Source: an optimization exercise on an open RTL-to-GDS flow (aim: small area, a short achievable clock period and few clock cycles per item). Production flows keep margins and buffers that such runs may drop.
Function was checked by simulation only, so behaviour that the tests miss may differ from the original.

==> inputs of v37 <==
==> flow/design.v <==
module rom (
	input  [3:0]  addr,
	output [15:0] q
);
	assign q = (addr == 4'd0) ? 16'h3244 :
	           (addr == 4'd1) ? 16'h1dac :
	           (addr == 4'd2) ? 16'h0fae :
	           (addr == 4'd3) ? 16'h07f5 :
	           (addr == 4'd4) ? 16'h03ff :
	           (addr == 4'd15) ? 16'h0001 :
	           (16'h4000 >> addr);
endmodule
module cordic_core (
	input             clk, rst, en,
	input      [15:0] z,
	input      [15:0] q,
	output     [3:0]  addr,
	output reg        done,
	output     [15:0] x, y
);
	localparam [15:0] A0 = 16'h3244, X0 = 16'h26dd;
	reg               busy;
	reg        [3:0]  n;
	reg signed [15:0] xr, yr, zr;
	wire accept = en & ~busy;
	wire               dn = zr[15];
	wire signed [15:0] ysh = yr >>> n;
	wire signed [15:0] xsh = xr >>> n;
	wire        [15:0] oy = ysh ^ {16{~dn}};
	wire        [15:0] ox = xsh ^ {16{dn}};
	wire        [15:0] oz = q ^ {16{~dn}};
	wire        [16:0] sx = {xr, 1'b1} + {oy, ~dn};
	wire        [16:0] sy = {yr, 1'b1} + {ox, dn};
	wire        [16:0] sz = {zr, 1'b1} + {oz, ~dn};
	always @(posedge clk) begin
		if (accept) begin
			xr <= X0;
			yr <= z[15] ? -X0 : X0;
			zr <= z[15] ? z + A0 : z - A0;
			n  <= 4'd1;
		end else begin
			xr <= sx[16:1];
			yr <= sy[16:1];
			zr <= sz[16:1];
			n  <= n + 4'd1;
		end
	end
	always @(posedge clk, posedge rst) begin
		if (rst) begin
			busy <= 1'b0;
			done <= 1'b0;
		end else begin
			busy <= accept | (busy & (n != 4'd14));
			done <= busy & (n == 4'd14);
		end
	end
	assign addr = n;
	assign x = xr;
	assign y = yr;
endmodule
module cordic (
	input                clk, rst, en,
	output               done,
	input  signed [15:0] z,
	output signed [15:0] x, y
);
	wire [3:0]  rom_addr;
	wire [15:0] rom_data;
	cordic_core u_cordic_core (
		.clk(clk), .rst(rst), .en(en), .z(z),
		.addr(rom_addr), .q(rom_data),
		.done(done), .x(x), .y(y)
	);
	rom u_rom (.addr(rom_addr), .q(rom_data));
endmodule
==> flow/run.sh <==
#!/bin/bash
# synth_recipe.tcl (not shown) runs the flow's synth.tcl, then flattens the netlist and writes it again
# the make line also repeats each setting of config.mk as NAME=value (left out here)
make -C /OpenROAD-flow-scripts/flow DESIGN_CONFIG=/design/flow/config.mk WORK_HOME=/design/flow/orfs CLKGATE_MAP_FILE= SYNTH_SCRIPT=/design/flow/synth_recipe.tcl finish
==> flow/config.mk <==
export PLATFORM = sky130hd
export DESIGN_NAME = cordic
export DESIGN_NICKNAME = cordic
export VERILOG_FILES = /design/flow/design.v
export SDC_FILE = /design/flow/constraint.sdc
export NUM_CORES = 4
export LEC_CHECK = 0
export ABC_AREA = 1
export CAP_MARGIN = 20
export CORE_MARGIN = 2
export CORE_UTILIZATION = 40
export SLEW_MARGIN = 20
==> flow/constraint.sdc <==
create_clock -name core_clock -period 6.0 [get_ports {clk}]
set_input_delay 1.2000 -clock core_clock [delete_from_list [all_inputs] [get_ports {clk}]]
set_output_delay 1.2000 -clock core_clock [all_outputs]
set_load 0.01 [all_outputs]
==> v21 (differences from v37) <==
==> flow/design.v (replaced) <==
module rom (
	input  [2:0]  addr,
	output [15:0] q
);
	assign q = (addr == 3'd0) ? 16'ha062 : (addr == 3'd1) ? 16'h04ea :
	           (addr == 3'd2) ? 16'hdbba : (addr == 3'd3) ? 16'h4042 :
	           (addr == 3'd4) ? 16'hbfbe : (addr == 3'd5) ? 16'h2446 :
	           (addr == 3'd6) ? 16'hfb16 : 16'h5f9e;
endmodule
module cordic_core (
	input             clk, rst, en,
	input      [15:0] z,
	input      [15:0] q,
	output     [2:0]  addr,
	output reg        done,
	output     [15:0] x, y
);
	reg               busy;
	reg        [3:0]  m;       
	reg signed [15:0] xr, yr, zr;
	reg               inr;     
	reg               dn;      
	reg        [2:0]  kd;      
	reg        [3:0]  zs;      
	wire accept = en & ~busy;
	wire inr_v  = (zr[15:10] == 6'b000000) | (zr[15:10] == 6'b111111);
	function lt;
		input [15:0] a, c;
		integer i;
		begin
			lt = 1'b0;
			for (i = 0; i < 16; i = i + 1)
				if (c[i] ^ (i == 15))
					lt = ~(a[i] ^ (i == 15)) | lt;
				else
					lt = ~(a[i] ^ (i == 15)) & lt;
		end
	endfunction
	wire d0 = z[15];
	wire d1 = d0 ? lt(z, -16'sd12868) : lt(z, 16'sd12868);
	wire d2 = d0 ? (d1 ? lt(z, -16'sd20464) : lt(z, -16'sd5272))
	             : (d1 ? lt(z,  16'sd5272)  : lt(z,  16'sd20464));
	wire [15:0] x2 = (d1 == d0) ? (d0 ? 16'h136e : 16'h136f) : (d0 ? 16'h3a4c : 16'h3a4b);
	wire [15:0] y2 = d1 ? (d0 ? 16'hc5b5 : 16'h136f) : (d0 ? 16'hec91 : 16'h3a4b);
	wire signed [15:0] yc = yr ^ {16{~dn}};
	wire signed [15:0] xc = xr ^ {16{dn}};
	wire signed [15:0] yc2 = yc >>> 2;
	wire signed [15:0] xc2 = xc >>> 2;
	wire        [15:0] oy = yc2 >>> m;
	wire        [15:0] ox = xc2 >>> m;
	wire        [15:0] qa = ({16{zs[1]}} & 16'h07f5) | ({16{zs[2]}} & 16'h03ff);
	wire        [15:0] oz = zs[0] ? q : (qa ^ {16{~dn}});
	wire               cz = ~zs[0] & ~dn;
	wire        [16:0] sx = {xr, 1'b1} + {oy, ~dn};
	wire        [16:0] sy = {yr, 1'b1} + {ox, dn};
	wire        [16:0] sz = {zr, 1'b1} + {oz, cz};
	always @(posedge clk) begin
		if (accept) begin
			xr <= x2;
			yr <= y2;
			zr <= z;
			dn <= d2;
			m  <= 4'd0;
			zs <= 4'b0001;
		end else begin
			xr <= sx[16:1];
			yr <= sy[16:1];
			zr <= (|zs[2:0]) ? sz[16:1] : {zr[15], zr[13:0], 1'b0};
			m  <= m + 4'd1;
			zs <= {zs[2:0], 1'b0};
			if (|zs[2:0])
				dn <= sz[16];
			else if (zs[3] ? inr_v : inr)
				dn <= ~zr[9];
			else
				dn <= zr[15];
		end
		if (zs[3])
			inr <= inr_v;
		kd <= {d2, d1, d0};    
	end
	always @(posedge clk, posedge rst) begin
		if (rst) begin
			busy <= 1'b0;
			done <= 1'b0;
		end else begin
			busy <= accept | (busy & (m != 4'd12));
			done <= busy & (m == 4'd12);
		end
	end
	assign addr = kd;
	assign x = xr;
	assign y = yr;
endmodule
module cordic (
	input                clk, rst, en,
	output               done,
	input  signed [15:0] z,
	output signed [15:0] x, y
);
	wire [2:0]  rom_addr;
	wire [15:0] rom_data;
	cordic_core u_cordic_core (
		.clk(clk), .rst(rst), .en(en), .z(z),
		.addr(rom_addr), .q(rom_data),
		.done(done), .x(x), .y(y)
	);
	rom u_rom (.addr(rom_addr), .q(rom_data));
endmodule
==> flow/flow/run.sh (new file) <==
#!/bin/bash
# The standard layout (the standard.sh, standard synthesis unchanged),
# with the port buffers that global placement inserts made of the smallest
# buffer cell instead of the resizer's default pick. Every input and output
# port still gets its own buffer.
set -e
cp standard.sh standard.sh.log
export BUFFER_PORTS_ARGS="-buffer_cell sky130_fd_sc_hd__buf_1"
bash standard.sh > standard.log 2>&1
==> flow/standard.sh (new file) <==
#!/bin/bash
# synth_recipe.tcl (not shown) runs the flow's synth.tcl, then flattens the netlist and writes it again
# the make line also repeats each setting of config.mk as NAME=value (left out here)
make -C /OpenROAD-flow-scripts/flow DESIGN_CONFIG=/design/flow/config.mk WORK_HOME=/design/flow/orfs CLKGATE_MAP_FILE= SYNTH_SCRIPT=/design/flow/synth_recipe.tcl "${@:-finish}"
--- a/flow/config.mk
+++ b/flow/config.mk
@@ -10,3 +10,5 @@
 export CORE_MARGIN = 2
-export CORE_UTILIZATION = 40
+export CORE_UTILIZATION = 60
+export GPL_TIMING_DRIVEN = 1
+export SETUP_SLACK_MARGIN = 2.8
 export SLEW_MARGIN = 20
removed: flow/run.sh
==> v35 (differences from v37) <==
==> flow/design.v (replaced) <==
module rom (
	input  [2:0]  addr,
	output [15:0] q
);
	assign q = (addr == 3'd0) ? 16'ha062 : (addr == 3'd1) ? 16'h04ea :
	           (addr == 3'd2) ? 16'hdbba : (addr == 3'd3) ? 16'h4042 :
	           (addr == 3'd4) ? 16'hbfbe : (addr == 3'd5) ? 16'h2446 :
	           (addr == 3'd6) ? 16'hfb16 : 16'h5f9e;
endmodule
module cordic_core (
	input             clk, rst, en,
	input      [15:0] z,
	input      [15:0] q,
	output     [2:0]  addr,
	output reg        done,
	output     [15:0] x, y
);
	reg               busy;
	reg        [3:0]  m;       
	reg signed [15:0] xr, yr, zr;
	reg               inr;     
	reg               dn;      
	reg        [2:0]  kd;      
	reg        [3:0]  zs;      
	wire accept = en & ~busy;
	wire inr_v  = (zr[15:10] == 6'b000000) | (zr[15:10] == 6'b111111);
	function lt;
		input [15:0] a, c;
		integer i;
		begin
			lt = 1'b0;
			for (i = 0; i < 16; i = i + 1)
				if (c[i] ^ (i == 15))
					lt = ~(a[i] ^ (i == 15)) | lt;
				else
					lt = ~(a[i] ^ (i == 15)) & lt;
		end
	endfunction
	wire d0 = z[15];
	wire d1 = d0 ? lt(z, -16'sd12868) : lt(z, 16'sd12868);
	wire d2 = d0 ? (d1 ? lt(z, -16'sd20464) : lt(z, -16'sd5272))
	             : (d1 ? lt(z,  16'sd5272)  : lt(z,  16'sd20464));
	wire [15:0] x2 = (d1 == d0) ? (d0 ? 16'h136e : 16'h136f) : (d0 ? 16'h3a4c : 16'h3a4b);
	wire [15:0] y2 = d1 ? (d0 ? 16'hc5b5 : 16'h136f) : (d0 ? 16'hec91 : 16'h3a4b);
	wire signed [15:0] yc = yr ^ {16{~dn}};
	wire signed [15:0] xc = xr ^ {16{dn}};
	wire signed [15:0] yc2 = yc >>> 2;
	wire signed [15:0] xc2 = xc >>> 2;
	wire        [15:0] oy = yc2 >>> m;
	wire        [15:0] ox = xc2 >>> m;
	wire        [15:0] qa = ({16{zs[1]}} & 16'h07f5) | ({16{zs[2]}} & 16'h03ff);
	wire        [15:0] oz = zs[0] ? q : (qa ^ {16{~dn}});
	wire               cz = ~zs[0] & ~dn;
	wire        [16:0] sx = {xr, 1'b1} + {oy, ~dn};
	wire        [16:0] sy = {yr, 1'b1} + {ox, dn};
	wire        [16:0] sz = {zr, 1'b1} + {oz, cz};
	always @(posedge clk) begin
		if (accept) begin
			xr <= x2;
			yr <= y2;
			zr <= z;
			dn <= d2;
			m  <= 4'd0;
			zs <= 4'b0001;
		end else begin
			xr <= sx[16:1];
			yr <= sy[16:1];
			zr <= (|zs[2:0]) ? sz[16:1] : {zr[15], zr[13:0], 1'b0};
			m  <= m + 4'd1;
			zs <= {zs[2:0], 1'b0};
			if (|zs[2:0])
				dn <= sz[16];
			else if (zs[3] ? inr_v : inr)
				dn <= ~zr[9];
			else
				dn <= zr[15];
		end
		if (zs[3])
			inr <= inr_v;
		kd <= {d2, d1, d0};    
	end
	always @(posedge clk, posedge rst) begin
		if (rst) begin
			busy <= 1'b0;
			done <= 1'b0;
		end else begin
			busy <= accept | (busy & (m != 4'd12));
			done <= busy & (m == 4'd12);
		end
	end
	assign addr = kd;
	assign x = xr;
	assign y = yr;
endmodule
module cordic (
	input                clk, rst, en,
	output               done,
	input  signed [15:0] z,
	output signed [15:0] x, y
);
	wire [2:0]  rom_addr;
	wire [15:0] rom_data;
	cordic_core u_cordic_core (
		.clk(clk), .rst(rst), .en(en), .z(z),
		.addr(rom_addr), .q(rom_data),
		.done(done), .x(x), .y(y)
	);
	rom u_rom (.addr(rom_addr), .q(rom_data));
endmodule
--- a/flow/config.mk
+++ b/flow/config.mk
@@ -10,3 +10,5 @@
 export CORE_MARGIN = 2
-export CORE_UTILIZATION = 40
+export CORE_UTILIZATION = 60
+export GPL_TIMING_DRIVEN = 1
+export SETUP_SLACK_MARGIN = 3.0
 export SLEW_MARGIN = 20
==> results_dict.tcl <==
set metrics [dict create \
    critical_path_required_ps 6210 \
    skew_ps 10.4 \
    grt_max_degree 37 \
    crit_path_end "u_cordic_core.zr[12]$_DFF_P_" \
    worst-path-max-fanout 31 \
    status "timing/DRC/antenna clean" \
    layout-drive-gt1-share_pct 4.17 \
]
(the above is from v37)
==> results_dict.tcl <==
set metrics [dict create \
    worst-path-max-fanout 7 \
    skew_ps 7.58 \
    critical_path_required_ps 6260 \
    synth-edff-count 1 \
    max_slew.worst_pin.slew_ps 1090 \
    status "timing/DRC/antenna clean" \
    period_needed_ps 3060 \
    crit_path_end "u_cordic_core.xr[8]$_DFF_P_" \
    grt_max_degree 41 \
    post-cts-setup-buffers 6 \
]
(the above is from v21)
==> results_dict.tcl <==
set metrics [dict create \
    grt_max_degree 41 \
    critical_path_required_ps 6260 \
    worst-path-max-fanout 7 \
    avgSynthCellArea_um2 6.34 \
    crit_path_start "u_cordic_core.dn$_DFF_P_" \
    layout-drive-gt1-share_pct 15.2 \
    skew_ps 10.5 \
    io_buffers 51 \
    clkbuf_count 13 \
    crit_path_end "u_cordic_core.yr[9]$_DFF_P_" \
    status "timing/DRC/antenna clean" \
]
(the above is from v35)
Testbench counts of v37, summed over its fixed seeds: cycles 36,000, items 2,400.
Testbench counts of v21, summed over its fixed seeds: cycles 33,600, items 2,400.
Testbench counts of v35, summed over its fixed seeds: cycles 33,600, items 2,400.

[port drivers added, routing unchanged]
The flow's constraints put no driver on any port. The routed layouts listed below were extracted and timed again, unchanged, in two steps. Step 1 sets driving cells, clkbuf_16 on the clock port and buf_2 on the other inputs (assumed; they add their load-dependent delay and slew). Step 2 moves the port delays by t, midway between the first and last clock arrival at a register: inputs arrive t later, outputs are due t later. That takes back most of the time a late clock gives input paths. Three values: no drivers, after step 1, after step 2; two values: the first two.
run | t (ns) | slack for setup (ns) | latest minus earliest clock arrival (ns) | cell pins on the clock port's net
v37 | 0.346 | 1.999 / 1.999 / 1.999 | 0.010 / 0.010 | 1
v21 | 0.397 | 2.937 / 2.937 / 2.632 | 0.007 / 0.007 | 1
v35 | 0.403 | 2.861 / 2.861 / 2.740 | 0.010 / 0.011 | 1
After both steps setup and hold are still met in every run listed. The setup slack of v21, which loses most, moves by 0.000 ns with the drivers and by -0.305 ns with both steps.
